What follows belongs to an exercise in optimizing a design on an open flow for small area, a short achievable clock period and few clock cycles; a production flow would make more cautious choices. Where RTL was checked, it was by simulation tests only, not by an equivalence proof against the original. Function not checked in runs 1 and 9: the RTL went through the layout flow alone. Power figures rest on the tool's default switching activity, not on a simulated workload.

## flow/config.mk

```make
export PLATFORM = sky130hd
export DESIGN_NAME = cpu_8bit
export DESIGN_NICKNAME = cpu_8bit
export VERILOG_FILES = /design/flow/design.v
export SDC_FILE = /design/flow/constraint.sdc
export NUM_CORES = 4
export LEC_CHECK = 0
export ABC_AREA = 1
export CAP_MARGIN = 20
export CORE_MARGIN = 2
export CORE_UTILIZATION = 40
export SETUP_SLACK_MARGIN = 2.0
export SLEW_MARGIN = 20
```

## flow/constraint.sdc

```tcl
create_clock -name core_clock -period 4.0 [get_ports {clk}]
set_input_delay 0.8000 -clock core_clock [delete_from_list [all_inputs] [get_ports {clk}]]
set_output_delay 0.8000 -clock core_clock [all_outputs]
set_load 0.01 [all_outputs]
```

## flow/design.v

```verilog
module control_unit (
    input wire clk,
    input wire reset,
    input wire [7:0] data_in,
    output reg rd,
    output reg wr,
    output wire dsel,
    output reg asel,
    output reg [1:0] mop,
    output reg [3:0] mopd
);
    wire [3:0] op = data_in[7:4];
    wire ld = !dsel && (op[3:2] == 2'b00) && (op[1:0] != 2'b00) ||
              !dsel && (op == 4'h4);
    wire st = !dsel && (op == 4'h5);
    assign dsel = rd || wr;
    always @(posedge clk or posedge reset) begin
        if (reset) begin
            rd   <= 1'b0;
            wr   <= 1'b0;
            asel <= 1'b0;
        end else begin
            rd   <= ld;
            wr   <= st;
            asel <= ld || st;
        end
    end
    always @(posedge clk) begin
        mop  <= data_in[5:4];
        mopd <= data_in[3:0];
    end
endmodule
module datapath (
    input wire clk,
    input wire reset,
    input wire [7:0] data_in,
    input wire rd,
    input wire wr,
    input wire dsel,
    input wire [1:0] mop,
    output reg [7:0] pc,
    output reg [7:0] acc
);
    reg        carry;
    wire [7:0] d   = data_in;
    wire [3:0] op  = data_in[7:4];
    wire [3:0] opd = data_in[3:0];
    wire       fetch = !dsel;
    wire       sub   = (mop == 2'b10);
    wire       zero = (acc == 8'h00);
    reg        cond;
    always @(*) begin
        case (op[1:0])
            2'b00: cond = 1'b0;      
            2'b01: cond = 1'b1;      
            2'b10: cond = zero;      
            default: cond = carry;   
        endcase
    end
    wire       tk   = fetch && (op[3:2] == 2'b10) && cond;    
    wire [7:0] pc_s = dsel ? pc : pc + 8'h01;                  
    wire [7:0] pc_n = tk ? {4'h0, opd} : pc_s;
    always @(posedge clk or posedge reset) begin
        if (reset)
            pc <= 8'h00;
        else
            pc <= pc_n;
    end
    wire [7:0] ax = acc ^ {8{sub}};
    wire [7:0] g0 = ax & d;
    wire [7:0] p0 = ax | d;
    wire [7:0] g1, p1, g2, p2, g3;
    genvar i;
    generate
        for (i = 0; i < 8; i = i + 1) begin : pf
            if (i >= 1) begin : l1
                assign g1[i] = g0[i] | (p0[i] & g0[i-1]);
                assign p1[i] = p0[i] & p0[i-1];
            end else begin : l1z
                assign g1[i] = g0[i];
                assign p1[i] = p0[i];
            end
            if (i >= 2) begin : l2
                assign g2[i] = g1[i] | (p1[i] & g1[i-2]);
                assign p2[i] = p1[i] & p1[i-2];
            end else begin : l2z
                assign g2[i] = g1[i];
                assign p2[i] = p1[i];
            end
            if (i >= 4) begin : l3
                assign g3[i] = g2[i] | (p2[i] & g2[i-4]);
            end else begin : l3z
                assign g3[i] = g2[i];
            end
        end
    endgenerate
    wire [7:0] c = {g3[6:0], 1'b0};              
    wire [7:0] h = acc ^ d;                      
    wire is_ar = rd && (mop[1] ^ mop[0]);        
    wire is_and = rd && (mop == 2'b11);
    wire is_ld  = rd && (mop == 2'b00);
    wire [7:0] k = {8{is_ld}} | ({8{is_and}} & acc);
    wire is_nl = fetch && (op[3:1] == 3'b011);
    wire is_sr = fetch && (op == 4'h8);
    wire [7:0] nl = op[0] ? {acc[6:0], 1'b0} : ~acc;
    wire [7:0] sr = {1'b0, acc[7:1]};
    wire       c_nl = op[0] ? acc[7] : 1'b1;
    wire [7:0] y   = is_nl ? nl : (is_sr ? sr : ((d & k) | (acc & {8{!rd}})));
    wire       y_c = is_nl ? c_nl : (!is_sr && !rd && carry);
    wire [7:0] r1 = is_ar ? ~h : y;
    wire [7:0] r0 = is_ar ?  h : y;
    wire [7:0] acc_n = (c & r1) | (~c & r0);
    wire       c_n   = is_ar ? g3[7] : y_c;
    always @(posedge clk or posedge reset) begin
        if (reset) begin
            acc   <= 8'h00;
            carry <= 1'b0;
        end else begin
            acc   <= acc_n;
            carry <= c_n;
        end
    end
endmodule
module cpu_8bit (
    input wire clk,
    input wire reset,
    input wire [7:0] data_in,
    output wire [7:0] data_out,
    output wire [7:0] address,
    output wire mem_write
);
    wire       rd;         
    wire       wr;         
    wire       dsel;       
    wire       asel;       
    wire [1:0] mop;        
    wire [3:0] mopd;       
    wire [7:0] pc;
    wire [7:0] acc;
    control_unit ctrl (
        .clk(clk),
        .reset(reset),
        .data_in(data_in),
        .rd(rd),
        .wr(wr),
        .dsel(dsel),
        .asel(asel),
        .mop(mop),
        .mopd(mopd)
    );
    datapath dp (
        .clk(clk),
        .reset(reset),
        .data_in(data_in),
        .rd(rd),
        .wr(wr),
        .dsel(dsel),
        .mop(mop),
        .pc(pc),
        .acc(acc)
    );
    assign address   = asel ? {4'h0, mopd} : pc;
    assign data_out  = acc;
    assign mem_write = wr;
endmodule
```

## flow/flow/run.sh

```bash
#!/bin/bash
# Standard layout, except:
#  - synthesis maps with flow/abc.script and without full/half-adder cells,
#  - the ports get plain buffers,
#  - resizing may change a cell's footprint.
F=$(pwd)/flow
export FLOW_ABC_SCRIPT=$F/abc.script
export BUFFER_PORTS_ARGS="-buffer_cell sky130_fd_sc_hd__buf_2"
bash standard.sh SYNTH_SCRIPT=$F/synth_abc.tcl ADDER_MAP_FILE= MATCH_CELL_FOOTPRINT=0 finish > standard.log 2>&1
```

## flow/flow/abc.script

```
strash
dch
map -a
topo
stime -c
buffer -c
upsize -c
dnsize -c
```

## flow/flow/synth_abc.tcl

```tcl
# synth_recipe.tcl with one change: abc runs the script in flow/abc.script
# instead of ORFS's abc_area.script. Everything else is the same.
proc synth {args} { yosys synth -nofsm -noshare {*}$args }
proc abc {args} {
  set i [lsearch -exact $args -script]
  if { $i >= 0 } { lset args [expr {$i + 1}] $::env(FLOW_ABC_SCRIPT) }
  yosys abc {*}$args
}
source $::env(SCRIPTS_DIR)/synth.tcl
# left out here: clear keep_hierarchy, flatten, clean up, hide names made inside functions, write 1_2_yosys.v
```

## flow/standard.sh

```bash
#!/bin/bash
# synth_recipe.tcl (not shown) runs the flow's synth.tcl, then flattens the netlist and writes it again
# the make line also repeats each setting of config.mk as NAME=value (left out here)
make -C /OpenROAD-flow-scripts/flow DESIGN_CONFIG=/design/flow/config.mk WORK_HOME=/design/flow/orfs CLKGATE_MAP_FILE= SYNTH_SCRIPT=/design/flow/synth_recipe.tcl "${@:-finish}"
```

==> results_dict.tcl, run 1 <==
set metrics [dict create \
    syn2layout_area_growth_pct 19.93 \
    outcome "no timing/DRC/antenna violations" \
    dieWidth_um 71.93 \
    syn_inst 265 \
    core-area_mm2 0.004414 \
    synthSimpleGateAreaFrac_pct 19.05 \
    period_share_pct 47.26 \
    synthDominantCellAreaShare_pct 27.12 \
    yosysWarningCount 2 \
    rsz0062_at_grt "false" \
    nNetsFinal 309 \
    ys_ff_latch 26 \
    grt_pass1_vias 1657 \
    reg2reg_to "dp.acc[6]" \
    cp.required_ns 3.20 \
    slew_violations 0 \
    start_util_pct 41.81 \
    p_per_area_mw_per_mm2 578.9 \
    clk_latency_ns 0.28 \
    async_reset_ff_share_pct 76.92 \
    root_buffer "clkbuf_8" \
    gp_congestion 0.8888 \
    synth_top_area_cell "dfrtp_1" \
    placed_cell_area_mm2 0.002032 \
    top_layer_used "met4" \
    ys_seq_area_share_pct 33.63 \
    critical_path_class "reg2out" \
    synth-xor-area-share_pct 7.593 \
    path_clk_slew_ns 0.10 \
    gr-total-overflow 0 \
    max_freq_mhz 528.9 \
    core.rowCount 24 \
    crit_chain "o21ai_0 > buf_2" \
    synth_common_cells "inv_1 (43), nor2_1 (35), a21oi_1 (34)" \
    cts_tree "done" \
    worstHoldEndpoint "dp.pc[6]" \
    post-route-util_pct 50.14 \
    critPathLaunchType "flip-flop" \
    cp-end-kind "output port" \
    synth.distinct_cells 38 \
    cts_sinks 26 \
    stdcell_area_mm2 0.002213 \
    wl_per_cell_um 14.18 \
    dr_wl_met3_um 199 \
    p_sw_share_pct 43.48 \
    n_antenna_cell 0 \
    synth_area_leaders "dfrtp_1 (27%), a21oi_1 (9.2%), inv_1 (8.7%), nor2_1 (7.1%), o21ai_0 (7.1%)" \
    first_pass_iters 4 \
    max_cap_violations 0 \
    relSlewSlack_pct 44.64 \
    slowest_delay_ns 0.49 \
    finalHoldViolCount 0 \
    wirelength_um 4962 \
    min_period_ns 1.891 \
    vias 1856 \
    drc 0 \
    holdCritStartpoint "dp.pc[6]" \
    ff2ff_path_depth 12 \
    hpwlAfterDp_um 3603 \
    antenna_found_initial 0 \
    synthFlopType "dfrtp_1" \
    synth_compound_area_share_pct 28.20 \
    holdPathStages 1 \
    worst_pin_slew_ns 0.8295 \
    met1_length_um 2297 \
    netlist_area_mm2 0.001846 \
    r2r_setup_slack_ns 2.12 \
    crit_arrival_ns 1.09 \
    numPortBuffers 26 \
    r2r_start "ctrl.mop[1]" \
    synth_fa_ha_area_share_pct 0.6102 \
    drive_gt1_share_pct 22.82 \
    vias_per_cell 5.303 \
    synth.avg_cell_area_um2 6.964 \
    cts_made_buffers 3 \
    path_max_fanout 12 \
    p_comb_share_pct 48.2 \
    htreeDepth 1 \
    switchingPower_w 0.0005571 \
    pwr-share-seq_pct 34.2 \
    drt-initial-drc-count 91 \
    track_usage_pct 19.59 \
    synth_edf_count 0 \
    min_path_type "reg2reg" \
    p_int_w 0.0007243 \
    hold_buffers 0 \
    die_h_um 71.93 \
    synth_nets 275 \
    slowest_stage "dfrtp_2" \
    synth_top_family_by_area "compound AO/OA/AOI/OAI gates" \
    clkPwrFrac_pct 17.6 \
    cts_buffer_depth 2 \
    met2WireLength_um 2394 \
    ant_nets 0 \
    leakagePower_nw 1.081 \
    synth_most_common_cell "inv_1" \
    grt_max_degree 22 \
    pin_count 27 \
    irDropWorstVdd_uv 219.8 \
    grt_pass1_wl_um 7990 \
    clock_skew_ns 0.007002 \
    tns_ns 0 \
    finalSetupViolations 0 \
    die_area_mm2 0.005173 \
    muxShareOfSynthArea_pct 0 \
]
[timing repair]
action,in CTS,in global routing
buffers inserted,0,8
pin swaps,1,4
setup endpoints to repair,8,16
resized for setup,2,17
[metal layers]
layer,vias up,GRT usage (%)
li1,947,-
met1,853,26.58
met2,47,32.82
met3,9,3.056
met4,0,5.031
met5,-,0
[registers in the layout, indices dropped and copies added (netlist names)]
signal / count
ctrl.asel: 1
ctrl.mop: 2
ctrl.mopd: 4
ctrl.rd: 1
ctrl.wr: 1
dp.acc: 8
dp.carry: 1
dp.pc: 8
[per-stage QoR]
| stage | hold slack [ns] | setup WS (ns) | total power, W | std cells |
|---|---|---|---|---|
| global placement | 0.4732 | 1.685 | 0.001032 | 338 |
| CTS | 0.4995 | 2.002 | 0.001261 | 342 |
| global route | 0.5346 | 1.961 | 0.001385 | 350 |
| detailed placement | 0.4820 | 1.639 | 0.001035 | 338 |
| floorplan | 0.4555 | 1.998 | 0.0008682 | 265 |
| finish | 0.4954 | 2.109 | 0.001281 | 350 |
[area by class of cell]
class / instances / area, um2
fillers: 476 / 2201
multi-input cells: 186 / 1070
flip-flops and latches: 26 / 625.6
repair buffers: 35 / 200.2
inverters: 47 / 181.4
well taps: 52 / 65.06
clock buffers: 3 / 41.29
clock inverters: 1 / 30.03
[worst max-delay path: cells and delay by family, from the launching register on]
family,cells,cell delay (ns)
flip-flops,1,0.49
AO/OA/AOI/OAI,1,0.17
buffers and inverters,1,0.15
[worst max path at each step]
| stage | end | cells after the start | startpoint | slack [ns] |
|---|---|---|---|---|
| floorplan | dp.pc[3] | 9 | data_in[5] | 2.00 |
| global placement | dp.acc[5] | 10 | data_in[6] | 1.69 |
| detailed placement | dp.acc[5] | 10 | data_in[6] | 1.64 |
| CTS | dp.acc[5] | 10 | data_in[6] | 2.00 |
| global route | dp.acc[5] | 10 | data_in[6] | 1.96 |
| finish | address[3] | 2 | ctrl.asel | 2.11 |
[power by group through the flow]
stage	registers [W]	clock network [W]	logic [W]
final	0.000439	0.000225	0.000617
after global routing	0.000454	0.000240	0.000692
after CTS	0.000437	0.000228	0.000596
after detailed placement	0.000443	0	0.000593
after global placement	0.000441	0	0.000591
after floorplan	0.000417	0	0.000451
[cell families (layout without fill, tap and decap cells)]
kind of cell               Yosys count  in the layout
xor gates and xnor gates            16             16
and+or+nand+nor                     81             81
AOI/OAI and AO/OA                   88             88
buffers and inverters               53             86
DFF                                 26             26
adders and majority gates            1              1
[layout by cell type (no fill, tap or decap), drive strengths merged, types with 2 or more instances in the layout]
master  instances
dfrtp          20
o21a            3
o221ai          4
inv            47
o21ai          32
o22ai           2
a22oi           4
dfxtp           6
nand2          31
xor2           11
nor2           37
xnor2           5
buf            34
nor3            5
nand3           4
o211ai          2
clkbuf          4
a21oi          35
==> inputs of run 2 (changes only) <==
--- a/flow/design.v
+++ b/flow/design.v
@@ -5,6 +5,7 @@
     output reg rd,
     output reg wr,
-    output wire dsel,
+    output reg dsel,
     output reg asel,
+    output reg sub,
     output reg [1:0] mop,
     output reg [3:0] mopd
@@ -14,17 +15,19 @@
               !dsel && (op == 4'h4);
     wire st = !dsel && (op == 4'h5);
-    assign dsel = rd || wr;
     always @(posedge clk or posedge reset) begin
         if (reset) begin
             rd   <= 1'b0;
             wr   <= 1'b0;
+            dsel <= 1'b0;
             asel <= 1'b0;
         end else begin
             rd   <= ld;
             wr   <= st;
-            asel <= ld || st;
+            dsel <= ld || st;
+            asel <= !dsel && (op != 4'h0) && (op[3:1] <= 3'b010);
         end
     end
     always @(posedge clk) begin
+        sub  <= (op == 4'h2);
         mop  <= data_in[5:4];
         mopd <= data_in[3:0];
@@ -38,4 +41,5 @@
     input wire wr,
     input wire dsel,
+    input wire sub,
     input wire [1:0] mop,
     output reg [7:0] pc,
@@ -47,5 +51,4 @@
     wire [3:0] opd = data_in[3:0];
     wire       fetch = !dsel;
-    wire       sub   = (mop == 2'b10);
     wire       zero = (acc == 8'h00);
     reg        cond;
@@ -134,4 +137,5 @@
     wire       dsel;       
     wire       asel;       
+    wire       sub;        
     wire [1:0] mop;        
     wire [3:0] mopd;       
@@ -146,4 +150,5 @@
         .dsel(dsel),
         .asel(asel),
+        .sub(sub),
         .mop(mop),
         .mopd(mopd)
@@ -156,4 +161,5 @@
         .wr(wr),
         .dsel(dsel),
+        .sub(sub),
         .mop(mop),
         .pc(pc),
--- a/flow/config.mk
+++ b/flow/config.mk
@@ -10,4 +10,5 @@
 export CORE_MARGIN = 2
 export CORE_UTILIZATION = 40
+export CTS_BUF_LIST = sky130_fd_sc_hd__clkbuf_16
 export SETUP_SLACK_MARGIN = 2.0
 export SLEW_MARGIN = 20
==> results_dict.tcl, run 2 <==
set metrics [dict create \
    period_share_pct 46.93 \
    muxShareOfSynthArea_pct 0.9994 \
    die_area_mm2 0.005590 \
    ant_nets 0 \
    whs_ns 0.5302 \
    path_clk_slew_ns 0.07 \
    async_reset_ff_share_pct 75.00 \
    slew_violations 0 \
    dieWidth_um 74.77 \
    gp_congestion 0.8610 \
    antenna_found_initial 0 \
    grt_max_degree 22 \
    n_antenna_cell 0 \
    wl_per_cell_um 13.62 \
    syn2layout_area_growth_pct 14.18 \
    vias_per_cell 5.192 \
    reg2reg_to "dp.carry" \
    track_usage_pct 19.62 \
    cts_made_buffers 3 \
    clk_latency_ns 0.27 \
    layout_common_cells "nor2_1 (39), nand2_1 (28), inv_1 (26)" \
    die_h_um 74.77 \
    gr-total-overflow 0 \
    grt_pass1_wl_um 8390 \
    synth_fa_ha_area_share_pct 0 \
    worstHoldEndpoint "dp.pc[7]" \
    r2r_setup_slack_ns 2.15 \
    netlist_area_mm2 0.002003 \
    clock_skew_ns 0.002773 \
    wirelength_um 4903 \
    crit_arrival_ns 1.08 \
    clkPwrFrac_pct 22.1 \
    finalHoldViolCount 0 \
    switchingPower_w 0.0005618 \
    synth_top_family_by_area "compound AO/OA/AOI/OAI gates" \
    synth.distinct_cells 44 \
    outcome "no timing/DRC/antenna violations" \
    nNetsFinal 304 \
    drt-initial-drc-count 113 \
    cts_sinks 28 \
    hpwlAfterDp_um 3600 \
    synth_top_area_cell "dfrtp_1" \
    drive_gt1_share_pct 25.60 \
    ys_seq_area_share_pct 33.23 \
    worst_pin_slew_ns 0.8681 \
    synth_area_leaders "dfrtp_1 (26%), nor2_1 (7.7%), dfxtp_1 (7.0%), a21oi_1 (5.7%), nand2_1 (5.2%)" \
    synth_most_common_cell "nor2_1" \
    finalSetupViolations 0 \
    cts_buffer_depth 2 \
    htreeDepth 1 \
    critPathLaunchType "flip-flop" \
    ys_ff_latch 28 \
    leakagePower_nw 1.050 \
    core-area_mm2 0.004786 \
    grt_pass1_vias 1808 \
    first_pass_iters 4 \
    p_per_area_mw_per_mm2 597.1 \
    syn_inst 273 \
    numPortBuffers 26 \
    critical_path_class "reg2out" \
    synth_common_cells "nor2_1 (41), nand2_1 (28), inv_1 (26)" \
    tns_ns 0 \
    p_int_w 0.0008039 \
    placed_cells 354 \
    holdPathStages 2 \
    start_util_pct 41.86 \
    synth_edf_count 0 \
    vias 1869 \
    p_comb_share_pct 44.0 \
    root_buffer "clkbuf_16" \
    rsz0062_at_grt "false" \
    min_path_type "reg2reg" \
    pin_count 27 \
    cp.required_ns 3.20 \
    final_common_cell "nor2_1" \
    synthFlopType "dfrtp_1" \
    r2r_start "ctrl.rd" \
    cp-end-kind "output port" \
    synthSimpleGateAreaFrac_pct 21.42 \
    pwr-share-seq_pct 33.9 \
    min_period_ns 1.877 \
    max_cap_violations 0 \
    path_max_fanout 12 \
    relSlewSlack_pct 42.06 \
    max_freq_mhz 532.7 \
    synth_compound_area_share_pct 24.98 \
    irDropWorstVdd_uv 240.0 \
    drc 0 \
    synthDominantCellAreaShare_pct 26.23 \
    yosysWarningCount 2 \
    cts_tree "done" \
    synth-xor-area-share_pct 7.745 \
    power_w 0.001366 \
    p_sw_share_pct 41.14 \
    hold_buffers 0 \
    holdCritStartpoint "dp.pc[7]" \
    finalNonFillerCells 360 \
    core.rowCount 25 \
    reg.largest.list "dp.acc x8, dp.pc x8, ctrl.mopd x4" \
    synth_nets 283 \
    ff2ff_path_depth 4 \
    synth.avg_cell_area_um2 7.338 \
]
-- run 2: cell types whose count changed after synthesis, moves of 4 or more --
| cell | delta |
|---|---|
| a211oi_1 | +4 |
| a21oi_1 | -11 |
| a31oi_1 | +4 |
| buf_2 | +5 |
| inv_1 | -17 |
| inv_2 | +13 |
| nor2_1 | +6 |
| nor2_2 | +7 |
| o21ai_0 | -10 |
-- run 2: worst max path at each step --
stage | from | endpoint | slack (ns) | cells past startpoint
floorplan | data_in[5] | dp.acc[5] | 2.16 | 8
global placement | data_in[4] | dp.acc[6] | 1.77 | 8
detailed placement | data_in[4] | dp.acc[6] | 1.73 | 8
CTS | data_in[4] | dp.acc[6] | 2.01 | 8
global route | data_in[6] | dp.acc[6] | 2.00 | 10
finish | ctrl.asel | address[2] | 2.12 | 2
-- run 2: repair_timing --
| item | in CTS | in global routing |
|---|---|---|
| endpoints found under the setup margin | 1 | 9 |
| pin swaps | 0 | 1 |
| resized for setup | 1 | 6 |
| setup buffers | 0 | 2 |
-- run 2: final cells by class --
| type | instances | area [um2] |
|---|---|---|
| flip-flops and latches | 28 | 668.1 |
| multi-input cells | 189 | 1115 |
| fillers | 498 | 2499 |
| inverters | 44 | 167.7 |
| clock inverters | 1 | 30.03 |
| repair buffers | 28 | 147.6 |
| clock buffers | 3 | 75.07 |
| well taps | 67 | 83.83 |
-- run 2: power groups by stage --
stage               logic (W)  registers (W)  clock network [W]
finish               0.000600       0.000464           0.000302
global route         0.000687       0.000479           0.000318
CTS                  0.000603       0.000463           0.000307
detailed placement   0.000600       0.000468                  0
global placement     0.000592       0.000468                  0
floorplan            0.000501       0.000425                  0
-- run 2: logic make-up after synthesis --
group,count (synthesis)
AOI/OAI and AO/OA,77
xor gates and xnor gates,16
buffers and inverters,56
DFF,28
muxes,2
and+or+nand+nor,94
-- run 2: worst max-delay path, cell delays in order (launching register included) --
cell     delay, ns
dfrtp_2       0.49
o21ai_0       0.17
buf_2         0.15
-- run 2: layer usage --
layer	vias to the layer above	global-route usage (%)	wire, um
li1	942	-	-
met1	869	25.87	2252
met2	53	33.33	2377
met3	5	2.008	203
met4	0	7.341	70
met5	-	0	0
-- run 2: through the flow --
step / utilization (%) / setup slack (ns) / instance area (um2)
2_1_floorplan: - / 2.161 / 2003
3_3_place_gp: 44.92 / 1.768 / 2150
3_5_place_dp: 44.92 / 1.729 / 2150
4_1_cts: 47.14 / 2.007 / 2256
5_1_grt: 47.79 / 2.000 / 2287
6_report: 47.79 / 2.123 / 2287
Testbench counts of run 2, summed over its fixed seeds: cycles 52,861.
==> inputs of run 3 (changes only) <==
--- a/flow/config.mk
+++ b/flow/config.mk
@@ -9,6 +9,5 @@
 export CAP_MARGIN = 20
 export CORE_MARGIN = 2
-export CORE_UTILIZATION = 40
-export CTS_BUF_LIST = sky130_fd_sc_hd__clkbuf_16
+export CORE_UTILIZATION = 50
 export SETUP_SLACK_MARGIN = 2.0
 export SLEW_MARGIN = 20
==> results_dict.tcl, run 3 <==
set metrics [dict create \
    slowest_stage "nor2_4" \
    ant_nets 0 \
    root_buffer "clkbuf_8" \
    synth_edf_count 0 \
    layout_common_cells "nor2_1 (39), nand2_1 (28), inv_1 (26)" \
    synthDominantCellAreaShare_pct 26.23 \
    cts_sinks 28 \
    critical_path_class "in2reg" \
    fill_cells 397 \
    stdcell_area_mm2 0.002200 \
    die_area_mm2 0.004529 \
    cts_buffer_depth 2 \
    cts_tree "done" \
    synth_common_cells "nor2_1 (41), nand2_1 (28), inv_1 (26)" \
    syn2layout_area_growth_pct 9.806 \
    min_period_ns 1.881 \
    htreeDepth 1 \
    vias 1847 \
    worst_pin_slew_ns 0.8773 \
    cpMostUsedCell "inv_2" \
    cts_made_buffers 3 \
    p_per_area_mw_per_mm2 564.5 \
    start_util_pct 51.18 \
    wirelength_um 4925 \
    nNetsFinal 302 \
    reg.largest.list "dp.acc x8, dp.pc x8, ctrl.mopd x4" \
    period_share_pct 47.04 \
    drive_gt1_share_pct 25.43 \
    synth_area_leaders "dfrtp_1 (26%), nor2_1 (7.7%), dfxtp_1 (7.0%), a21oi_1 (5.7%), nand2_1 (5.2%)" \
    critPathLaunchType "input pin" \
    relSlewSlack_pct 41.45 \
    n_antenna_cell 0 \
    path_delay_family "buffers and inverters" \
    finalSetupViolations 0 \
    clock_skew_ns 0.006527 \
    irDropWorstVdd_uv 259.4 \
    pin_count 27 \
    first_pass_iters 5 \
    gr-total-overflow 0 \
    crit_chain "buf_2 > inv_2 > nor3_2 > inv_2 > nor2_4 > inv_2 > a211oi_1 > a21oi_1 > o211ai_1 > o21ai_1" \
    hold_buffers 0 \
    drt-initial-drc-count 76 \
    ys_ff_latch 28 \
    clk_latency_ns 0.28 \
    antenna_found_initial 0 \
    wl_per_cell_um 14.44 \
    grt_pass1_wl_um 7776 \
    synth.avg_cell_area_um2 7.338 \
    dieWidth_um 67.30 \
    core-area_mm2 0.003914 \
    synth.distinct_cells 44 \
    synth_most_common_cell "nor2_1" \
    cp-end-kind "flip-flop" \
    drc 0 \
    rsz0062_at_grt "false" \
    die_h_um 67.30 \
    syn_inst 273 \
    track_usage_pct 22.70 \
    ys_seq_area_share_pct 33.23 \
    critical_path_buf_inv_count 4 \
    synthFlopType "dfrtp_1" \
    netlist_area_mm2 0.002003 \
    slew_violations 0 \
    grt_pass1_vias 1633 \
    synth_nets 283 \
    hpwlAfterDp_um 3676 \
    seqCellArea_um2 668.1 \
    finalHoldViolCount 0 \
    crit_arrival_ns 2.05 \
    gp_congestion 0.8827 \
    path_max_fanout 7 \
    yosysWarningCount 2 \
    min_path_type "reg2reg" \
    max_freq_mhz 531.5 \
    post-cts-setup-buffers 0 \
    final_common_cell "nor2_1" \
    cp.required_ns 4.17 \
    max_cap_violations 0 \
    synth_top_area_cell "dfrtp_1" \
    numPortBuffers 26 \
    multi_input_area_mm2 0.001110 \
    path_clk_slew_ns 0.10 \
    grt_max_degree 22 \
    outcome "no timing/DRC/antenna violations" \
    leakagePower_nw 1.013 \
    async_reset_ff_share_pct 75.00 \
    core.rowCount 23 \
    placed_cell_area_mm2 0.002128 \
    vias_per_cell 5.416 \
    tns_ns 0 \
    slowest_delay_ns 0.20 \
]
run 3: cell count changes in the layout (fill, tap and decap cells not counted), sizes merged:
cell | before | now
buf | 27 | 25
clkinvlp | 0 | 1
clkinv | 2 | 1
bufinv | 1 | 0
clkbuf | 4 | 5
run 3: per-layer routing:
| layer | routed length (um) | share of wire, % | GRT usage (%) |
|---|---|---|---|
| met1 | 2221 | 45 | 29.11 |
| met2 | 2429 | 49 | 40.35 |
| met3 | 226 | 4.6 | 3.167 |
| met4 | 47 | 0.95 | 5.102 |
| met5 | 0 | 0 | 0 |
run 3: repair_timing:
| action | in CTS | in global routing |
|---|---|---|
| resized for setup | 0 | 7 |
| setup endpoints to repair | 0 | 13 |
| hold endpoints to repair | 0 | 0 |
run 3: kinds of logic (layout without fill, tap and decap cells):
group,after synthesis,in the layout,synth area share [%]
AND/OR/NAND/NOR,94,94,21.42
multiplexers,2,2,0.9994
buffers and inverters,56,74,11.62
flip-flops,28,28,33.23
AO/OA/AOI/OAI,77,77,24.99
XOR/XNOR,16,16,7.746
run 3: cell type report:
type / count / share of cell area (%)
Clock buffer: 4 / 2.503
Inverter: 44 / 7.793
Multi-Input combinational cell: 189 / 50.45
Sequential cell: 28 / 30.38
Tap cell: 50 / 2.844
Timing Repair Buffer: 26 / 6.030
run 3: path summary, 6_finish.rpt:
check                           start   endpoint  cells past startpoint  slack (ns)
setup / recovery           data_in[6]  dp.acc[6]                     10        2.12
hold / removal               dp.pc[1]   dp.pc[1]                      2        0.54
setup reg to reg              ctrl.rd   dp.carry                      4        2.21
hold reg to reg              dp.pc[1]   dp.pc[1]                      2        0.54
max in group asynchronous       reset  ctrl.asel                      2        2.71
min in group asynchronous       reset  dp.acc[5]                      2        0.69
run 3: worst register-to-register path, delay by kind of cell, from the launching register on:
kind                   cells  cell delay, ns
DFF                        1            0.50
and+or+nand+nor            1            0.42
buffers and inverters      1            0.36
AOI/OAI and AO/OA          2            0.40
run 3: through the flow:
| step | util, % | total power, W | instances | hold WS, ns | setup slack [ns] |
|---|---|---|---|---|---|
| after floorplan | - | 0.0009264 | 273 | 0.4963 | 2.161 |
| after global placement | 54.38 | 0.001063 | 337 | 0.5080 | 1.799 |
| after detailed placement | 54.38 | 0.001069 | 337 | 0.5201 | 1.771 |
| after CTS | 55.79 | 0.001250 | 341 | 0.5427 | 2.001 |
| after global routing | 56.20 | 0.001350 | 341 | 0.5862 | 2.008 |
| final | 56.20 | 0.001242 | 341 | 0.5374 | 2.119 |
run 3: where the power goes:
part | internal [W] | leakage [nW] | total [W] | switching [W]
clock | 0.0000882 | 0.0288 | 0.000179 | 0.0000913
combinational | 0.000246 | 0.666 | 0.000600 | 0.000355
sequential | 0.000357 | 0.318 | 0.000462 | 0.000105
total | 0.000691 | 1.01 | 0.00124 | 0.000551
==> inputs of run 4 (changes only) <==
--- a/flow/config.mk
+++ b/flow/config.mk
@@ -9,5 +9,5 @@
 export CAP_MARGIN = 20
 export CORE_MARGIN = 2
-export CORE_UTILIZATION = 50
+export CORE_UTILIZATION = 30
 export SETUP_SLACK_MARGIN = 2.0
 export SLEW_MARGIN = 20
==> results_dict.tcl, run 4 <==
set metrics [dict create \
    outcome "no timing/DRC/antenna violations" \
    cp_num_cells 2 \
    synth.distinct_cells 44 \
    gr-total-overflow 0 \
    async_reset_ff_share_pct 75.00 \
    die_area_mm2 0.007347 \
    slowest_delay_ns 0.50 \
    critical_path_class "reg2out" \
    ff2ff_path_depth 4 \
    crit_start "ctrl.asel" \
    path_delay_family "flip-flops" \
    cts_made_buffers 3 \
    netlist_area_mm2 0.002003 \
    wirelength_um 5054 \
    synthDominantCellAreaShare_pct 26.23 \
    critical_path_buf_inv_count 1 \
    tns_ns 0 \
    placed_cell_area_mm2 0.002162 \
    synth_common_cells "nor2_1 (41), nand2_1 (28), inv_1 (26)" \
    track_usage_pct 14.54 \
    cts_tree "done" \
    wl_per_cell_um 13.62 \
    reg.largest.list "dp.acc x8, dp.pc x8, ctrl.mopd x4" \
    cp-endpoint "address[3]" \
    path_clk_slew_ns 0.10 \
    htreeDepth 1 \
    min_path_type "reg2reg" \
    synth.avg_cell_area_um2 7.338 \
    final_common_cell "nor2_1" \
    slowest_stage "dfrtp_2" \
    n_antenna_cell 0 \
    first_pass_iters 4 \
    numPortBuffers 26 \
    irDropWorstVdd_uv 260.0 \
    finalSetupViolations 0 \
    grt_pass1_vias 1735 \
    synth_edf_count 0 \
    cts_buffer_depth 2 \
    synth_most_common_cell "nor2_1" \
    max_freq_mhz 524.0 \
    seqCellArea_um2 668.1 \
    cp.required_ns 3.20 \
    finalHoldViolCount 0 \
    rsz0062_at_grt "false" \
    synth_top_area_cell "dfrtp_1" \
    worst_pin_slew_ns 0.8695 \
    period_share_pct 47.71 \
    clock_skew_ns 0.009615 \
    stdcell_area_mm2 0.002272 \
    core-area_mm2 0.006386 \
    crit_chain "o21ai_0 > buf_2" \
    min_period_ns 1.908 \
    path_max_fanout 12 \
    nNetsFinal 305 \
    antenna_found_initial 0 \
    fill_cells 699 \
    core.rowCount 29 \
    ys_seq_area_share_pct 33.23 \
    synth_nets 283 \
    r2r_setup_slack_ns 2.15 \
    die_h_um 85.72 \
    drt-initial-drc-count 118 \
    p_per_area_mw_per_mm2 571.1 \
    r2r_start "ctrl.rd" \
    synthFlopType "dfrtp_1" \
    root_buffer "clkbuf_8" \
    pin_count 27 \
    grt_max_degree 22 \
    reg2reg_to "dp.carry" \
    grt_pass1_wl_um 8631 \
    dieWidth_um 85.72 \
    yosysWarningCount 2 \
    cts_sinks 28 \
    hpwlAfterDp_um 3752 \
    whs_ns 0.5327 \
    vias_per_cell 4.997 \
    synth_area_leaders "dfrtp_1 (26%), nor2_1 (7.7%), dfxtp_1 (7.0%), a21oi_1 (5.7%), nand2_1 (5.2%)" \
    clk_latency_ns 0.28 \
    syn_inst 273 \
    cp-end-kind "output port" \
    multi_input_area_mm2 0.001110 \
    slew_violations 0 \
    relSlewSlack_pct 41.97 \
    critPathLaunchType "flip-flop" \
    start_util_pct 31.37 \
    post-route-util_pct 35.58 \
    drive_gt1_share_pct 26.19 \
    vias 1854 \
    crit_arrival_ns 1.11 \
    gp_congestion 0.8104 \
    ys_ff_latch 28 \
    ant_nets 0 \
    layout_common_cells "nor2_1 (39), nand2_1 (28), inv_1 (26)" \
    leakagePower_nw 1.035 \
    drc 0 \
    syn2layout_area_growth_pct 13.43 \
    max_cap_violations 0 \
]
[run 4: kinds of logic after synthesis]
logic type / count (synthesis) / synth area share [%]
flops: 28 / 33.23
compound gates: 77 / 24.99
xor+xnor: 16 / 7.746
mux: 2 / 0.9994
buf+inv: 56 / 11.62
simple gates: 94 / 21.42
[run 4: per-stage QoR]
stage / total power [W] / worst slack [ns] / cells
2_1_floorplan: 0.0009264 / 2.161 / 273
3_5_place_dp: 0.001073 / 1.770 / 364
6_report: 0.001298 / 2.092 / 371
5_1_grt: 0.001413 / 2.013 / 371
3_3_place_gp: 0.001063 / 1.777 / 364
4_1_cts: 0.001306 / 2.019 / 368
[run 4: final cells by class]
type / count / share of cell area, %
Timing Repair Buffer: 29 / 6.828
Inverter: 44 / 7.544
Multi-Input combinational cell: 189 / 48.84
Clock buffer: 3 / 1.817
Tap cell: 77 / 4.240
Sequential cell: 28 / 29.41
Clock inverter: 1 / 1.322
[run 4: what timing repair did]
item / in CTS / in global routing
gates resized for setup: 0 / 7
setup endpoints to repair: 0 / 12
buffers inserted: 0 / 3
hold buffers: 0 / 0
endpoints found under the hold margin: 0 / 0
[run 4: metal layers]
layer  up-vias  wire (um)  track usage [%]
met5         -          0                0
met4         0         22            3.175
met3         2        271            2.599
met2        57       2283            22.51
met1       846       2477            21.18
li1        949          -                -
[run 4: report_power, final]
part / switching (W) / internal, W / total, W
logic: 0.000357 / 0.000247 / 0.000604
clock network: 0.0000940 / 0.000134 / 0.000228
registers: 0.000109 / 0.000357 / 0.000466
total: 0.000559 / 0.000738 / 0.00130
[run 4: how the worst min path moves through the flow]
| stage | cells after the start | end | slack (ns) | from |
|---|---|---|---|---|
| floorplan | 2 | dp.pc[7] | 0.50 | dp.pc[7] |
| global placement | 2 | dp.pc[7] | 0.52 | dp.pc[7] |
| detailed placement | 2 | dp.pc[7] | 0.52 | dp.pc[7] |
| CTS | 2 | dp.pc[7] | 0.54 | dp.pc[7] |
| global route | 2 | dp.pc[1] | 0.58 | dp.pc[1] |
| finish | 2 | dp.pc[7] | 0.53 | dp.pc[7] |
[run 4: worst min-delay path: stages (launching register included)]
cell	delay (ns)
dfrtp_1	0.35
nor2_1	0.05
nor3_2	0.09
==> inputs of run 5 (changes only) <==
--- a/flow/config.mk
+++ b/flow/config.mk
@@ -9,5 +9,5 @@
 export CAP_MARGIN = 20
 export CORE_MARGIN = 2
-export CORE_UTILIZATION = 30
-export SETUP_SLACK_MARGIN = 2.0
+export CORE_UTILIZATION = 40
+export SETUP_SLACK_MARGIN = 2.05
 export SLEW_MARGIN = 20
==> results_dict.tcl, run 5 <==
set metrics [dict create \
    synth_top_family_by_area "compound AO/OA/AOI/OAI gates" \
    synth-xor-area-share_pct 7.745 \
    leakagePower_nw 1.032 \
    cts_buffer_depth 2 \
    slew_violations 0 \
    stdcell_area_mm2 0.002262 \
    period_share_pct 47.48 \
    synth_edf_count 0 \
    grt_max_degree 22 \
    grt_pass1_vias 1806 \
    path_max_fanout 12 \
    slowest_delay_ns 0.50 \
    synth_fa_ha_area_share_pct 0 \
    vias 1872 \
    async_reset_ff_share_pct 75.00 \
    max_cap_violations 0 \
    clock_skew_ns 0.008123 \
    pin_count 27 \
    synth_compound_area_share_pct 24.98 \
    syn_inst 273 \
    critical_path_class "reg2out" \
    start_util_pct 41.86 \
    die_h_um 74.77 \
    ys_ff_latch 28 \
    rsz0062_at_grt "true" \
    synth.avg_cell_area_um2 7.338 \
    drive_gt1_share_pct 26.28 \
    yosysWarningCount 2 \
    cts_tree "done" \
    min_path_type "reg2reg" \
    synth.distinct_cells 44 \
    ys_seq_area_share_pct 33.23 \
    finalHoldViolCount 0 \
    antenna_found_initial 0 \
    placed_cell_area_mm2 0.002150 \
    relSlewSlack_pct 42.32 \
    irDropWorstVdd_uv 224.2 \
    netlist_area_mm2 0.002003 \
    path_delay_family "flip-flops" \
    max_freq_mhz 526.5 \
    outcome "no timing/DRC/antenna violations" \
    drt-initial-drc-count 122 \
    cp.required_ns 3.20 \
    gp_congestion 0.8610 \
    top_layer_used "met4" \
    root_buffer "clkbuf_8" \
    p_per_area_mw_per_mm2 574.9 \
    synthDominantCellAreaShare_pct 26.23 \
    nNetsFinal 304 \
    die_area_mm2 0.005590 \
    syn2layout_area_growth_pct 12.93 \
    tns_ns 0 \
    synthFlopType "dfrtp_1" \
    finalSetupViolations 0 \
    synth_top_area_cell "dfrtp_1" \
    muxShareOfSynthArea_pct 0.9994 \
    core.rowCount 25 \
    hpwlAfterDp_um 3600 \
    synth_most_common_cell "nor2_1" \
    gr-total-overflow 0 \
    placed_cells 354 \
    crit_arrival_ns 1.10 \
    met1_length_um 2261 \
    critical_path_buf_inv_count 1 \
    synthSimpleGateAreaFrac_pct 21.42 \
    layout_common_cells "nor2_1 (38), nand2_1 (28), inv_1 (26)" \
    vias_per_cell 5.200 \
    path_clk_slew_ns 0.10 \
    synth_nets 283 \
    cp-end-kind "output port" \
    dr_wl_met3_um 214 \
    first_pass_iters 4 \
    finalNonFillerCells 360 \
    worst_pin_slew_ns 0.8643 \
    core-area_mm2 0.004786 \
    synth_common_cells "nor2_1 (41), nand2_1 (28), inv_1 (26)" \
    ant_nets 0 \
    crit_chain "o21ai_0 > buf_2" \
    n_antenna_cell 0 \
    met2WireLength_um 2426 \
    slowest_stage "dfrtp_2" \
    numPortBuffers 26 \
    reg.largest.list "dp.acc x8, dp.pc x8, ctrl.mopd x4" \
    htreeDepth 1 \
    critPathLaunchType "flip-flop" \
    track_usage_pct 19.56 \
    synth_area_leaders "dfrtp_1 (26%), nor2_1 (7.7%), dfxtp_1 (7.0%), a21oi_1 (5.7%), nand2_1 (5.2%)" \
    cts_sinks 28 \
    final_common_cell "nor2_1" \
    grt_pass1_wl_um 8397 \
    cts_made_buffers 3 \
    min_period_ns 1.899 \
    dieWidth_um 74.77 \
    clk_latency_ns 0.29 \
    wirelength_um 4956 \
    wl_per_cell_um 13.77 \
    drc 0 \
]
==> run 5: kinds of logic after synthesis <==
| logic type | after synthesis |
|---|---|
| muxes | 2 |
| DFF | 28 |
| xor gates and xnor gates | 16 |
| AOI/OAI and AO/OA | 77 |
| buffers and inverters | 56 |
| and+or+nand+nor | 94 |
==> run 5: cell type report <==
cell class              count  area [um2]
well taps                  67       83.83
clock inverters             1       30.03
repair buffers             28       150.1
inverters                  44       171.4
multi-input cells         189        1117
clock buffers               3       41.29
flip-flops and latches     28       668.1
fillers                   502        2524
==> run 5: report_power, final <==
group / switching, W / internal (W) / leakage, nW
clock: 0.0000985 / 0.000134 / 0.0357
sequential: 0.000106 / 0.000357 / 0.318
combinational: 0.000357 / 0.000247 / 0.678
==> run 5: final timing paths <==
path                                start          to  slack, ns  cells after the start
worst max-delay path            ctrl.asel  address[2]       2.10                      2
worst min-delay path             dp.pc[7]    dp.pc[7]       0.54                      2
worst max register to register    ctrl.rd    dp.carry       2.19                      4
worst min register to register   dp.pc[7]    dp.pc[7]       0.54                      2
max in group asynchronous           reset   ctrl.asel       2.74                      2
min in group asynchronous           reset    dp.carry       0.67                      2
==> run 5: timing repair <==
action / CTS / global route
resized for setup: 3 / 7
setup buffers: 0 / 2
hold buffers: 0 / 0
pin swaps: 0 / 1
setup endpoints to repair: 6 / 11
==> run 5: metrics by stage <==
stage	worst slack [ns]	utilization, %	total power [W]	hold WS (ns)
finish	2.101	47.27	0.001300	0.5370
global route	2.027	47.27	0.001412	0.5743
CTS	2.085	46.51	0.001301	0.5443
detailed placement	1.729	44.92	0.001068	0.5208
global placement	1.768	44.92	0.001060	0.5171
floorplan	2.161	-	0.0009264	0.4963
==> run 5: tightest hold or removal path, cell delays in order, from the launching register on <==
cell and delay, ns:
dfrtp_1 0.35, nor2_1 0.05, nor3_2 0.09
==> run 5: metal layers <==
layer | vias to the layer above | GRT usage [%]
met3 | 4 | 2.008
met5 | - | 0
met4 | 0 | 6.746
met2 | 54 | 33.24
li1 | 942 | -
met1 | 872 | 26.04
==> inputs of run 6 (changes only) <==
==> flow/flow/abc.script (replaced) <==
strash
dch
map -D 1000
topo
stime -c
buffer -c
upsize -c -D 1000
dnsize -c -D 1000
--- a/flow/config.mk
+++ b/flow/config.mk
@@ -10,4 +10,4 @@
 export CORE_MARGIN = 2
 export CORE_UTILIZATION = 40
-export SETUP_SLACK_MARGIN = 2.05
+export SETUP_SLACK_MARGIN = 2.0
 export SLEW_MARGIN = 20
==> results_dict.tcl, run 6 <==
set metrics [dict create \
    antenna_found_initial 0 \
    final_common_cell "nand2_1" \
    slowest_stage "dfrtp_2" \
    synth_edf_count 0 \
    r2r_setup_slack_ns 2.21 \
    wl_per_cell_um 14.05 \
    slowest_delay_ns 0.49 \
    slew_violations 0 \
    drt-initial-drc-count 157 \
    syn_inst 270 \
    post-route-util_pct 46.65 \
    core-area_mm2 0.004723 \
    synth_area_leaders "dfrtp_1 (27%), nand2_1 (8.4%), dfxtp_1 (7.1%), a21oi_1 (6.9%), nor2_1 (6.5%)" \
    synth_most_common_cell "nand2_1" \
    gr-total-overflow 0 \
    die_h_um 74.10 \
    irDropWorstVdd_uv 244.2 \
    seqCellArea_um2 668.1 \
    worst_pin_slew_ns 0.8915 \
    yosysWarningCount 2 \
    multi_input_area_mm2 0.001107 \
    r2r_start "dp.acc[1]" \
    dieWidth_um 74.10 \
    clk_latency_ns 0.28 \
    syn2layout_area_growth_pct 12.09 \
    grt_pass1_wl_um 8411 \
    critPathLaunchType "flip-flop" \
    relSlewSlack_pct 40.50 \
    ys_seq_area_share_pct 33.86 \
    start_util_pct 41.62 \
    vias_per_cell 5.188 \
    cp_num_cells 2 \
    synthDominantCellAreaShare_pct 26.73 \
    gp_congestion 0.8198 \
    finalHoldViolCount 0 \
    synth_nets 280 \
    crit_arrival_ns 1.15 \
    first_pass_iters 4 \
    min_period_ns 1.946 \
    track_usage_pct 19.85 \
    root_buffer "clkbuf_8" \
    period_share_pct 48.65 \
    rsz0062_at_grt "true" \
    path_delay_family "flip-flops" \
    cp.required_ns 3.20 \
    cts_sinks 28 \
    netlist_area_mm2 0.001966 \
    critical_path_buf_inv_count 1 \
    numPortBuffers 26 \
    n_antenna_cell 0 \
    nNetsFinal 301 \
    pin_count 27 \
    outcome "no timing/DRC/antenna violations" \
    vias 1852 \
    ff2ff_path_depth 8 \
    htreeDepth 1 \
    critical_path_class "reg2out" \
    path_clk_slew_ns 0.10 \
    synth.distinct_cells 42 \
    fill_cells 503 \
    synth_common_cells "nand2_1 (44), nor2_1 (34), a21oi_1 (27)" \
    core.rowCount 25 \
    ant_nets 0 \
    drive_gt1_share_pct 21.38 \
    wirelength_um 5016 \
    synthFlopType "dfrtp_1" \
    cts_buffer_depth 2 \
    leakagePower_nw 1.033 \
    reg.largest.list "dp.acc x8, dp.pc x8, ctrl.mopd x4" \
    min_path_type "reg2reg" \
    hpwlAfterDp_um 3703 \
    crit_start "ctrl.asel" \
    reg2reg_to "dp.pc[0]" \
    finalSetupViolations 0 \
    crit_chain "o21ai_0 > buf_2" \
    grt_pass1_vias 1710 \
    async_reset_ff_share_pct 75.00 \
    clock_skew_ns 0.007134 \
    max_freq_mhz 513.8 \
    hold_buffers 0 \
    cp-end-kind "output port" \
    whs_ns 0.5394 \
    ys_ff_latch 28 \
    synth_top_area_cell "dfrtp_1" \
    grt_max_degree 22 \
    tns_ns 0 \
    cp-endpoint "address[2]" \
    drc 0 \
    synth.avg_cell_area_um2 7.280 \
    max_cap_violations 0 \
    cts_made_buffers 3 \
    path_max_fanout 12 \
    die_area_mm2 0.005491 \
    p_per_area_mw_per_mm2 566.0 \
    cts_tree "done" \
    layout_common_cells "nand2_1 (44), nor2_1 (34), a21oi_1 (27)" \
]
==> run 6: changes by cell type in the layout (fill, tap and decap cells not counted), moves of 4 or more <==
| cell | before | now |
|---|---|---|
| a21oi_1 | 23 | 27 |
| nor2_2 | 10 | 1 |
| inv_2 | 15 | 11 |
| nor2_1 | 38 | 34 |
| nand2_1 | 28 | 44 |
==> run 6: layout make-up <==
| cell class | count | area share (%) |
|---|---|---|
| timing repair buffer | 27 | 6.360 |
| multi-input combinational | 196 | 50.26 |
| sequential | 28 | 30.32 |
| clock buffer | 3 | 1.874 |
| inverter | 35 | 6.019 |
| tap | 67 | 3.805 |
| clock inverter | 1 | 1.363 |
==> run 6: stage by stage <==
stage | instances | power [W] | setup slack, ns | cell area, um2
2_1_floorplan | 270 | 0.0008672 | 2.089 | 1966
3_3_place_gp | 353 | 0.001016 | 1.706 | 2122
3_5_place_dp | 353 | 0.001017 | 1.700 | 2122
4_1_cts | 357 | 0.001253 | 2.004 | 2195
5_1_grt | 357 | 0.001355 | 1.953 | 2203
6_report | 357 | 0.001247 | 2.054 | 2203
==> run 6: routing by layer <==
| layer | track usage, % | vias to the layer above | wire length [um] |
|---|---|---|---|
| li1 | - | 958 | - |
| met1 | 27.83 | 842 | 2426 |
| met2 | 32.64 | 47 | 2323 |
| met3 | 2.033 | 5 | 206 |
| met4 | 5.455 | 0 | 59 |
| met5 | 0 | - | 0 |
==> run 6: worst min path at each step <==
stage / startpoint / to / slack (ns) / cells after the start
2_1_floorplan: dp.pc[1] / dp.pc[1] / 0.49 / 2
3_3_place_gp: dp.pc[7] / dp.pc[7] / 0.51 / 2
3_5_place_dp: dp.pc[1] / dp.pc[1] / 0.52 / 2
4_1_cts: dp.pc[1] / dp.pc[1] / 0.54 / 2
5_1_grt: dp.pc[6] / dp.pc[6] / 0.56 / 2
6_report: dp.pc[6] / dp.pc[6] / 0.54 / 2
==> run 6: repair_timing <==
| item | 4_1_cts | 5_1_grt |
|---|---|---|
| pin swaps | 0 | 0 |
| setup endpoints to repair | 1 | 10 |
| hold endpoints to repair | 0 | 0 |
| setup buffers | 0 | 0 |
| resized for setup | 1 | 3 |
==> run 6: where the power goes <==
part / switching, W / leakage, nW / internal (W)
logic: 0.000330 / 0.678 / 0.000227
registers: 0.000103 / 0.319 / 0.000356
clock network: 0.0000972 / 0.0357 / 0.000134
==> run 6: logic make-up (layout without fill, tap and decap cells) <==
kind of cell           count (synthesis)  after routing  share of synthesized area (%)
buffers and inverters                 46             66                          10.06
AND/OR/NAND/NOR                       96             96                          22.22
AO/OA/AOI/OAI                         85             85                          26.67
XOR/XNOR                              13             13                          6.175
flip-flops                            28             28                          33.86
multiplexers                           2              2                          1.019
==> run 6: worst reg2reg max path, delay by kind of cell (launching register included) <==
kind	cells	cell delay (ns)
flip-flops	1	0.53
buffers and inverters	1	0.17
AO/OA/AOI/OAI	3	0.24
AND/OR/NAND/NOR	4	0.72
==> inputs of run 7 (changes only) <==
==> flow/flow/abc.script (replaced) <==
strash
dch
map -a -D 1000
topo
stime -c
buffer -c
upsize -c -D 1000
dnsize -c -D 1000
==> results_dict.tcl, run 7 <==
set metrics [dict create \
    path_delay_family "flip-flops" \
    synth_edf_count 0 \
    first_pass_iters 4 \
    period_share_pct 47.47 \
    ys_seq_area_share_pct 33.23 \
    fill_cells 504 \
    cp.required_ns 3.20 \
    async_reset_ff_share_pct 75.00 \
    grt_pass1_vias 1806 \
    syn_inst 273 \
    crit_arrival_ns 1.10 \
    ant_nets 0 \
    drc 0 \
    cts_buffer_depth 2 \
    cts_sinks 28 \
    track_usage_pct 19.56 \
    syn2layout_area_growth_pct 11.37 \
    die_area_mm2 0.005590 \
    pin_count 27 \
    core.rowCount 25 \
    path_max_fanout 12 \
    slowest_delay_ns 0.50 \
    critical_path_class "reg2out" \
    seqCellArea_um2 668.1 \
    netlist_area_mm2 0.002003 \
    synth_most_common_cell "nor2_1" \
    critPathLaunchType "flip-flop" \
    multi_input_area_mm2 0.001110 \
    fin_ws_ns 2.101 \
    core-area_mm2 0.004786 \
    vias 1860 \
    yosysWarningCount 2 \
    met2WireLength_um 2360 \
    gp_congestion 0.8610 \
    power_w 0.001291 \
    clk_latency_ns 0.28 \
    leakagePower_nw 1.022 \
    final_common_cell "nor2_1" \
    cts_tree "done" \
    synth_nets 283 \
    layout_common_cells "nor2_1 (39), nand2_1 (28), inv_1 (26)" \
    synth_top_area_cell "dfrtp_1" \
    root_buffer "clkbuf_8" \
    ys_ff_latch 28 \
    rsz0062_at_grt "true" \
    irDropWorstVdd_uv 221.7 \
    cts_made_buffers 3 \
    grt_max_degree 22 \
    met1_length_um 2174 \
    nNetsFinal 302 \
    drt-initial-drc-count 76 \
    clock_skew_ns 0.004662 \
    slowest_stage "dfrtp_2" \
    relSlewSlack_pct 42.18 \
    finalHoldViolCount 0 \
    synthDominantCellAreaShare_pct 26.23 \
    antenna_found_initial 0 \
    cp-end-kind "output port" \
    start_util_pct 41.86 \
    max_freq_mhz 526.7 \
    wirelength_um 4873 \
    die_h_um 74.77 \
    gr-total-overflow 0 \
    vias_per_cell 5.196 \
    synth_common_cells "nor2_1 (41), nand2_1 (28), inv_1 (26)" \
    wl_per_cell_um 13.61 \
    tns_ns 0 \
    min_path_type "reg2reg" \
    max_cap_violations 0 \
    min_period_ns 1.899 \
    outcome "no timing/DRC/antenna violations" \
    synth.distinct_cells 44 \
    post-cts-setup-buffers 0 \
    htreeDepth 1 \
    worst_pin_slew_ns 0.8664 \
    n_antenna_cell 0 \
    finalSetupViolations 0 \
    slew_violations 0 \
    p_per_area_mw_per_mm2 578.7 \
    path_clk_slew_ns 0.10 \
    synth_area_leaders "dfrtp_1 (26%), nor2_1 (7.7%), dfxtp_1 (7.0%), a21oi_1 (5.7%), nand2_1 (5.2%)" \
    drive_gt1_share_pct 25.09 \
    synthFlopType "dfrtp_1" \
    pre_cts_ws_ns 1.729 \
    synth.avg_cell_area_um2 7.338 \
    critical_path_buf_inv_count 1 \
    dr_wl_met3_um 267 \
    numPortBuffers 26 \
    crit_chain "o21ai_0 > buf_2" \
    grt_pass1_wl_um 8397 \
    dieWidth_um 74.77 \
    hold_buffers 0 \
    top_layer_used "met4" \
    reg.largest.list "dp.acc x8, dp.pc x8, ctrl.mopd x4" \
    hpwlAfterDp_um 3600 \
]
[run 7: cell types whose count changed in the layout (fill, tap and decap cells not counted), moves of 3 or more]
cell | before | now
a21oi_1 | 27 | 23
nand2_2 | 0 | 3
nand2_1 | 44 | 28
nor2_2 | 1 | 10
nor2_1 | 34 | 39
inv_1 | 23 | 26
o21ai_0 | 19 | 16
inv_2 | 11 | 16
[run 7: kinds of logic after synthesis]
group / share of synthesized area, %
compound gates: 24.99
simple gates: 21.42
mux: 0.9994
flops: 33.23
buf+inv: 11.62
xor+xnor: 7.746
[run 7: routing by layer]
layer | GRT usage (%) | vias to the layer above
li1 | - | 938
met1 | 26.04 | 852
met2 | 33.24 | 64
met3 | 2.008 | 6
met4 | 6.746 | 0
met5 | 0 | -
[run 7: final cells by class]
class / count / area share (%)
Clock buffer: 3 / 1.851
Clock inverter: 1 / 1.346
Inverter: 44 / 7.403
Multi-Input combinational cell: 189 / 49.75
Sequential cell: 28 / 29.95
Tap cell: 67 / 3.758
Timing Repair Buffer: 26 / 5.945
[run 7: worst paths after layout]
path	start	end	slack, ns	cells past startpoint
max	ctrl.asel	address[2]	2.10	2
min	dp.pc[7]	dp.pc[7]	0.54	2
max reg2reg	ctrl.rd	dp.carry	2.16	4
min reg2reg	dp.pc[7]	dp.pc[7]	0.54	2
max in group asynchronous	reset	ctrl.asel	2.73	2
min in group asynchronous	reset	dp.carry	0.68	2
[run 7: metrics by stage]
stage                     instance area [um2]  instances  hold slack (ns)  utilization [%]
final                                    2231        358           0.5369            46.61
after global routing                     2231        358           0.5743            46.61
after CTS                                2222        358           0.5443            46.43
after detailed placement                 2150        354           0.5208            44.92
after global placement                   2150        354           0.5171            44.92
after floorplan                          2003        273           0.4963                -
[run 7: timing repair]
item                                   CTS  global route
setup endpoints to repair                1             9
endpoints found under the hold margin    0             0
resized for setup                        1             4
gates cloned                             0             0
[run 7: where the power goes]
part | total [W] | switching, W | internal (W)
Clock | 0.000230 | 0.0000958 | 0.000134
Sequential | 0.000462 | 0.000105 | 0.000357
Combinational | 0.000599 | 0.000353 | 0.000245
[run 7: tightest hold or removal path: cells and delay by family, from the launching register on]
family,cells,cell delay [ns]
DFF,1,0.35
and+or+nand+nor,2,0.14
==> inputs of run 8 (changes only) <==
==> flow/flow/abc.script (replaced) <==
strash
dch
map -D 1300
topo
stime -c
buffer -c
upsize -c -D 1300
dnsize -c -D 1300
==> results_dict.tcl, run 8 <==
set metrics [dict create \
    outcome "no timing/DRC/antenna violations" \
    antenna_found_initial 0 \
    numPortBuffers 26 \
    wirelength_um 5034 \
    drive_gt1_share_pct 24.00 \
    power_w 0.001278 \
    irDropWorstVdd_uv 272.2 \
    min_path_type "reg2reg" \
    post-route-util_pct 49.58 \
    die_h_um 72.98 \
    synth_common_cells "inv_1 (39), nor2_1 (39), nand2_1 (36)" \
    ys_ff_latch 28 \
    fill_cells 481 \
    grt_pass1_wl_um 8438 \
    cts_sinks 28 \
    cp-end-kind "flip-flop" \
    netlist_area_mm2 0.001903 \
    async_reset_ff_share_pct 75.00 \
    nNetsFinal 311 \
    grt_max_degree 22 \
    cts_buffer_depth 2 \
    relSlewSlack_pct 41.50 \
    die_area_mm2 0.005325 \
    synthFlopType "dfrtp_1" \
    critPathLaunchType "flip-flop" \
    pre_cts_ws_ns 1.631 \
    leakagePower_nw 1.107 \
    rsz0062_at_grt "true" \
    start_util_pct 40.83 \
    layout_common_cells "nor2_1 (34), nand2_1 (34), inv_1 (33)" \
    finalHoldViolCount 0 \
    pin_count 27 \
    critical_path_buf_inv_count 1 \
    path_clk_slew_ns 0.10 \
    wl_per_cell_um 14.22 \
    synthDominantCellAreaShare_pct 27.61 \
    critical_path_class "reg2reg" \
    hpwlAfterDp_um 3666 \
    vias 1929 \
    core-area_mm2 0.004661 \
    vias_per_cell 5.449 \
    clk_latency_ns 0.27 \
    yosysWarningCount 2 \
    synth_edf_count 0 \
    period_share_pct 49.07 \
    max_cap_violations 0 \
    max_freq_mhz 509.5 \
    cts_made_buffers 3 \
    whs_ns 0.5338 \
    path_max_fanout 9 \
    tns_ns 0 \
    dieWidth_um 72.98 \
    synth_top_area_cell "dfrtp_1" \
    crit_arrival_ns 2.12 \
    synth.avg_cell_area_um2 7.101 \
    min_period_ns 1.963 \
    path_delay_family "compound AO/OA/AOI/OAI gates" \
    core.rowCount 25 \
    cts_tree "done" \
    n_antenna_cell 0 \
    slowest_delay_ns 0.49 \
    grt_pass1_vias 1784 \
    drt-initial-drc-count 96 \
    track_usage_pct 20.24 \
    crit_chain "nand3_1 > clkinv_1 > a311oi_1 > a31oi_1" \
    cp.required_ns 4.15 \
    fin_ws_ns 2.037 \
    reg.largest.list "dp.acc x8, dp.pc x8, ctrl.mopd x4" \
    first_pass_iters 4 \
    slew_violations 0 \
    finalSetupViolations 0 \
    clock_skew_ns 0.004493 \
    syn2layout_area_growth_pct 21.43 \
    htreeDepth 1 \
    syn_inst 268 \
    gr-total-overflow 0 \
    gp_congestion 0.8663 \
    synth_area_leaders "dfrtp_1 (28%), inv_1 (7.7%), nor2_1 (7.7%), dfxtp_1 (7.4%), a21oi_1 (7.1%)" \
    root_buffer "clkbuf_8" \
    synth.distinct_cells 39 \
    ant_nets 0 \
    slowest_stage "dfrtp_1" \
    ys_seq_area_share_pct 34.98 \
    p_per_area_mw_per_mm2 553.2 \
    worst_pin_slew_ns 0.8765 \
    drc 0 \
    synth_nets 278 \
]
run 8: logic make-up (layout without fill, tap and decap cells):
logic type	count (synthesis)	in the layout	share of synthesized area, %
AND/OR/NAND/NOR	92	92	20.18
AO/OA/AOI/OAI	77	77	25.12
buffers and inverters	53	85	11.31
flip-flops	28	28	34.98
XOR/XNOR	16	16	7.364
multiplexers	2	2	1.052
run 8: area by class of cell:
class | count | area, um2 | share of cell area, %
clock buffers | 3 | 41.29 | 1.787
clock inverters | 1 | 30.03 | 1.299
inverters | 42 | 165.2 | 7.147
multi-input cells | 187 | 1086 | 46.99
flip-flops and latches | 28 | 669.4 | 28.97
well taps | 54 | 67.56 | 2.924
repair buffers | 39 | 251.5 | 10.88
run 8: path summary, 6_finish.rpt:
check / end / cells past startpoint / slack, ns / from
max: dp.carry / 4 / 2.04 / ctrl.rd
min: dp.pc[6] / 2 / 0.53 / dp.pc[6]
max reg2reg: dp.carry / 4 / 2.04 / ctrl.rd
min reg2reg: dp.pc[6] / 2 / 0.53 / dp.pc[6]
max in group asynchronous: dp.acc[1] / 2 / 2.71 / reset
min in group asynchronous: ctrl.wr / 2 / 0.69 / reset
run 8: worst register-to-register path, cell delays in order (launching register included):
cell	delay (ns)
dfrtp_1	0.49
nand3_1	0.43
clkinv_1	0.42
a311oi_1	0.44
a31oi_1	0.07
run 8: where the power goes:
part / internal, W / leakage [nW] / switching (W)
clock: 0.000134 / 0.0357 / 0.0000923
sequential: 0.000355 / 0.318 / 0.0000986
combinational: 0.000264 / 0.753 / 0.000334
total: 0.000753 / 1.11 / 0.000525
run 8: stage by stage:
stage | instance area [um2] | instances
2_1_floorplan | 1903 | 268
3_3_place_gp | 2043 | 337
3_5_place_dp | 2043 | 337
4_1_cts | 2123 | 341
5_1_grt | 2311 | 354
6_report | 2311 | 354
run 8: layer usage:
layer | GRT usage (%) | part of all wire [%]
met5 | 0 | 0
met4 | 4.938 | 0.95
met3 | 2.486 | 3.8
met2 | 33.94 | 47
met1 | 27.83 | 48
run 8: timing repair:
item,in CTS,in global routing
setup endpoints to repair,7,11
endpoints found under the hold margin,0,0
resized for setup,4,25
pin swaps,0,6
hold buffers,0,0
setup buffers,0,13
==> inputs of run 9 (changes only) <==
--- a/flow/design.v
+++ b/flow/design.v
@@ -70,5 +70,7 @@
             pc <= pc_n;
     end
-    wire [7:0] ax = acc ^ {8{sub}};
+    wire is_ld  = rd && (mop == 2'b00);
+    wire is_and = rd && (mop == 2'b11);
+    wire [7:0] ax = (acc & {8{!is_ld}}) ^ {8{sub}};
     wire [7:0] g0 = ax & d;
     wire [7:0] p0 = ax | d;
@@ -99,9 +101,6 @@
     endgenerate
     wire [7:0] c = {g3[6:0], 1'b0};              
-    wire [7:0] h = acc ^ d;                      
-    wire is_ar = rd && (mop[1] ^ mop[0]);        
-    wire is_and = rd && (mop == 2'b11);
-    wire is_ld  = rd && (mop == 2'b00);
-    wire [7:0] k = {8{is_ld}} | ({8{is_and}} & acc);
+    wire [7:0] h = ax ^ d ^ {8{sub}};            
+    wire is_ar = rd && !is_and;                  
     wire is_nl = fetch && (op[3:1] == 3'b011);
     wire is_sr = fetch && (op == 4'h8);
@@ -109,5 +108,5 @@
     wire [7:0] sr = {1'b0, acc[7:1]};
     wire       c_nl = op[0] ? acc[7] : 1'b1;
-    wire [7:0] y   = is_nl ? nl : (is_sr ? sr : ((d & k) | (acc & {8{!rd}})));
+    wire [7:0] y   = is_nl ? nl : (is_sr ? sr : (is_and ? g0 : acc));
     wire       y_c = is_nl ? c_nl : (!is_sr && !rd && carry);
     wire [7:0] r1 = is_ar ? ~h : y;
==> flow/flow/abc.script (replaced) <==
strash
dch
map -a
topo
stime -c
buffer -c
upsize -c
dnsize -c
==> results_dict.tcl, run 9 <==
set metrics [dict create \
    outcome "no timing/DRC/antenna violations" \
    htreeDepth 1 \
    reg.largest.list "dp.pc x8, dp.acc x7, ctrl.mopd x4" \
    top_register "dp.pc" \
    critical_path_class "reg2reg" \
    min_path_type "reg2reg" \
    fill_cells 484 \
    ys_ff_latch 28 \
    drc 0 \
    synthFlopType "dfrtp_1" \
    placed_cells 348 \
    drt-initial-drc-count 128 \
    drive_gt1_share_pct 27.74 \
    core.rowCount 25 \
    syn2layout_area_growth_pct 25.81 \
    cts_buffer_depth 2 \
    clock_skew_ns 0.007721 \
    irDropWorstVdd_uv 231.5 \
    leakagePower_nw 1.119 \
    cts_sinks 28 \
    vias 1964 \
    synth_common_cells "inv_1 (40), nand2_1 (40), nor2_1 (37)" \
    vias_per_cell 5.396 \
    layout_common_cells "nand2_1 (35), inv_1 (34), o21ai_0 (33)" \
    root_buffer "clkbuf_8" \
    die_area_mm2 0.005408 \
    synth_area_leaders "dfrtp_1 (27%), o21ai_0 (8.8%), inv_1 (7.8%), nand2_1 (7.8%), dfxtp_1 (7.2%)" \
    period_share_pct 49.46 \
    largest_reg_flops 8 \
    r2r_setup_slack_ns 2.02 \
    hpwlAfterDp_um 3740 \
    rsz0062_at_grt "true" \
    clk_latency_ns 0.28 \
    finalNonFillerCells 364 \
    min_period_ns 1.978 \
    first_pass_iters 4 \
    relSlewSlack_pct 41.66 \
    cts_made_buffers 3 \
    worst_pin_slew_ns 0.8741 \
    hold_buffers 0 \
    ys_seq_area_share_pct 34.41 \
    path_max_fanout 5 \
    netlist_area_mm2 0.001934 \
    finalSetupViolations 0 \
    cp.required_ns 4.17 \
    synth_top_area_cell "dfrtp_1" \
    grt_max_degree 22 \
    yosysWarningCount 2 \
    grt_pass1_wl_um 8073 \
    whs_ns 0.5411 \
    slew_violations 0 \
    wl_per_cell_um 14.38 \
    synth.avg_cell_area_um2 7.009 \
    fin_ws_ns 2.022 \
    nNetsFinal 321 \
    numPortBuffers 26 \
    dieWidth_um 73.54 \
    path_clk_slew_ns 0.11 \
    wirelength_um 5235 \
    start_util_pct 41.23 \
    final_common_cell "nand2_1" \
    gp_congestion 0.8307 \
    die_h_um 73.54 \
    pre_cts_ws_ns 1.514 \
    gr-total-overflow 0 \
    track_usage_pct 18.89 \
    core-area_mm2 0.004692 \
    max_cap_violations 0 \
    pin_count 27 \
    power_w 0.001489 \
    grt_pass1_vias 1697 \
    antenna_found_initial 0 \
    crit_arrival_ns 2.15 \
    tns_ns 0 \
    synth_nets 286 \
    finalHoldViolCount 0 \
    max_freq_mhz 505.4 \
    n_antenna_cell 0 \
    syn_inst 276 \
    synthDominantCellAreaShare_pct 27.17 \
    cts_tree "done" \
    synth_edf_count 0 \
    p_per_area_mw_per_mm2 611.9 \
    synth.distinct_cells 35 \
    async_reset_ff_share_pct 75.00 \
    ant_nets 0 \
    cp-end-kind "flip-flop" \
    critPathLaunchType "flip-flop" \
]
==> run 9: worst paths after layout <==
path	depth (start not counted)	start	end
min	2	dp.pc[7]	dp.pc[7]
min in group asynchronous	2	reset	dp.carry
max in group asynchronous	2	reset	ctrl.asel
min reg2reg	2	dp.pc[7]	dp.pc[7]
max	13	ctrl.mop[1]	dp.acc[7]
max reg2reg	13	ctrl.mop[1]	dp.acc[7]
==> run 9: worst max-delay path, stage by stage, from the launching register on <==
cell and delay (ns):
dfxtp_2 0.35, nor3_4 0.28, inv_4 0.11, nand2_4 0.08
xor2_1 0.06, inv_1 0.12, nor2_4 0.05, o21ai_4 0.19
nand2_2 0.10, nand2_4 0.10, nor2_4 0.04, nor3_4 0.19
o21a_1 0.14, o21ai_1 0.05
==> run 9: routing by layer <==
metal,vias to the layer above,GRT usage [%],part of all wire [%]
li1,977,-,-
met1,923,27.62,47
met2,62,30.65,48
met3,2,2.058,4.9
met4,0,2.828,0.29
met5,-,0,0
==> run 9: kinds of logic (layout without fill, tap and decap cells) <==
logic type	Yosys count	after routing	share of synthesized area [%]
compound gates	80	80	24.52
xor+xnor	19	19	8.603
buf+inv	50	84	9.767
flops	28	28	34.41
simple gates	99	99	22.70
==> run 9: where the power goes <==
group	switching, W	leakage, nW	total (W)	internal [W]
combinational	0.000483	0.769	0.000830	0.000347
sequential	0.0000907	0.316	0.000453	0.000362
clock	0.0000977	0.0339	0.000207	0.000109
total	0.000671	1.12	0.00149	0.000818
==> run 9: through the flow <==
stage	instance area, um2	util (%)
after floorplan	1937	-
after global placement	2103	44.83
after detailed placement	2103	44.83
after CTS	2225	47.41
after global routing	2434	51.87
final	2434	51.87
==> run 9: layout make-up <==
class | instances | area, um2 | share of cell area [%]
Multi-Input combinational cell | 198 | 1244 | 51.11
Clock buffer | 4 | 66.31 | 2.725
Inverter | 42 | 160.2 | 6.581
Timing Repair Buffer | 38 | 226.5 | 9.306
Sequential cell | 28 | 669.4 | 27.51
Tap cell | 54 | 67.56 | 2.776
==> run 9: what timing repair did <==
action                     CTS  global route
hold endpoints to repair     0             0
pin swaps                    8            13
setup endpoints to repair    8            20
setup buffers                4             8
resized for setup            8            42
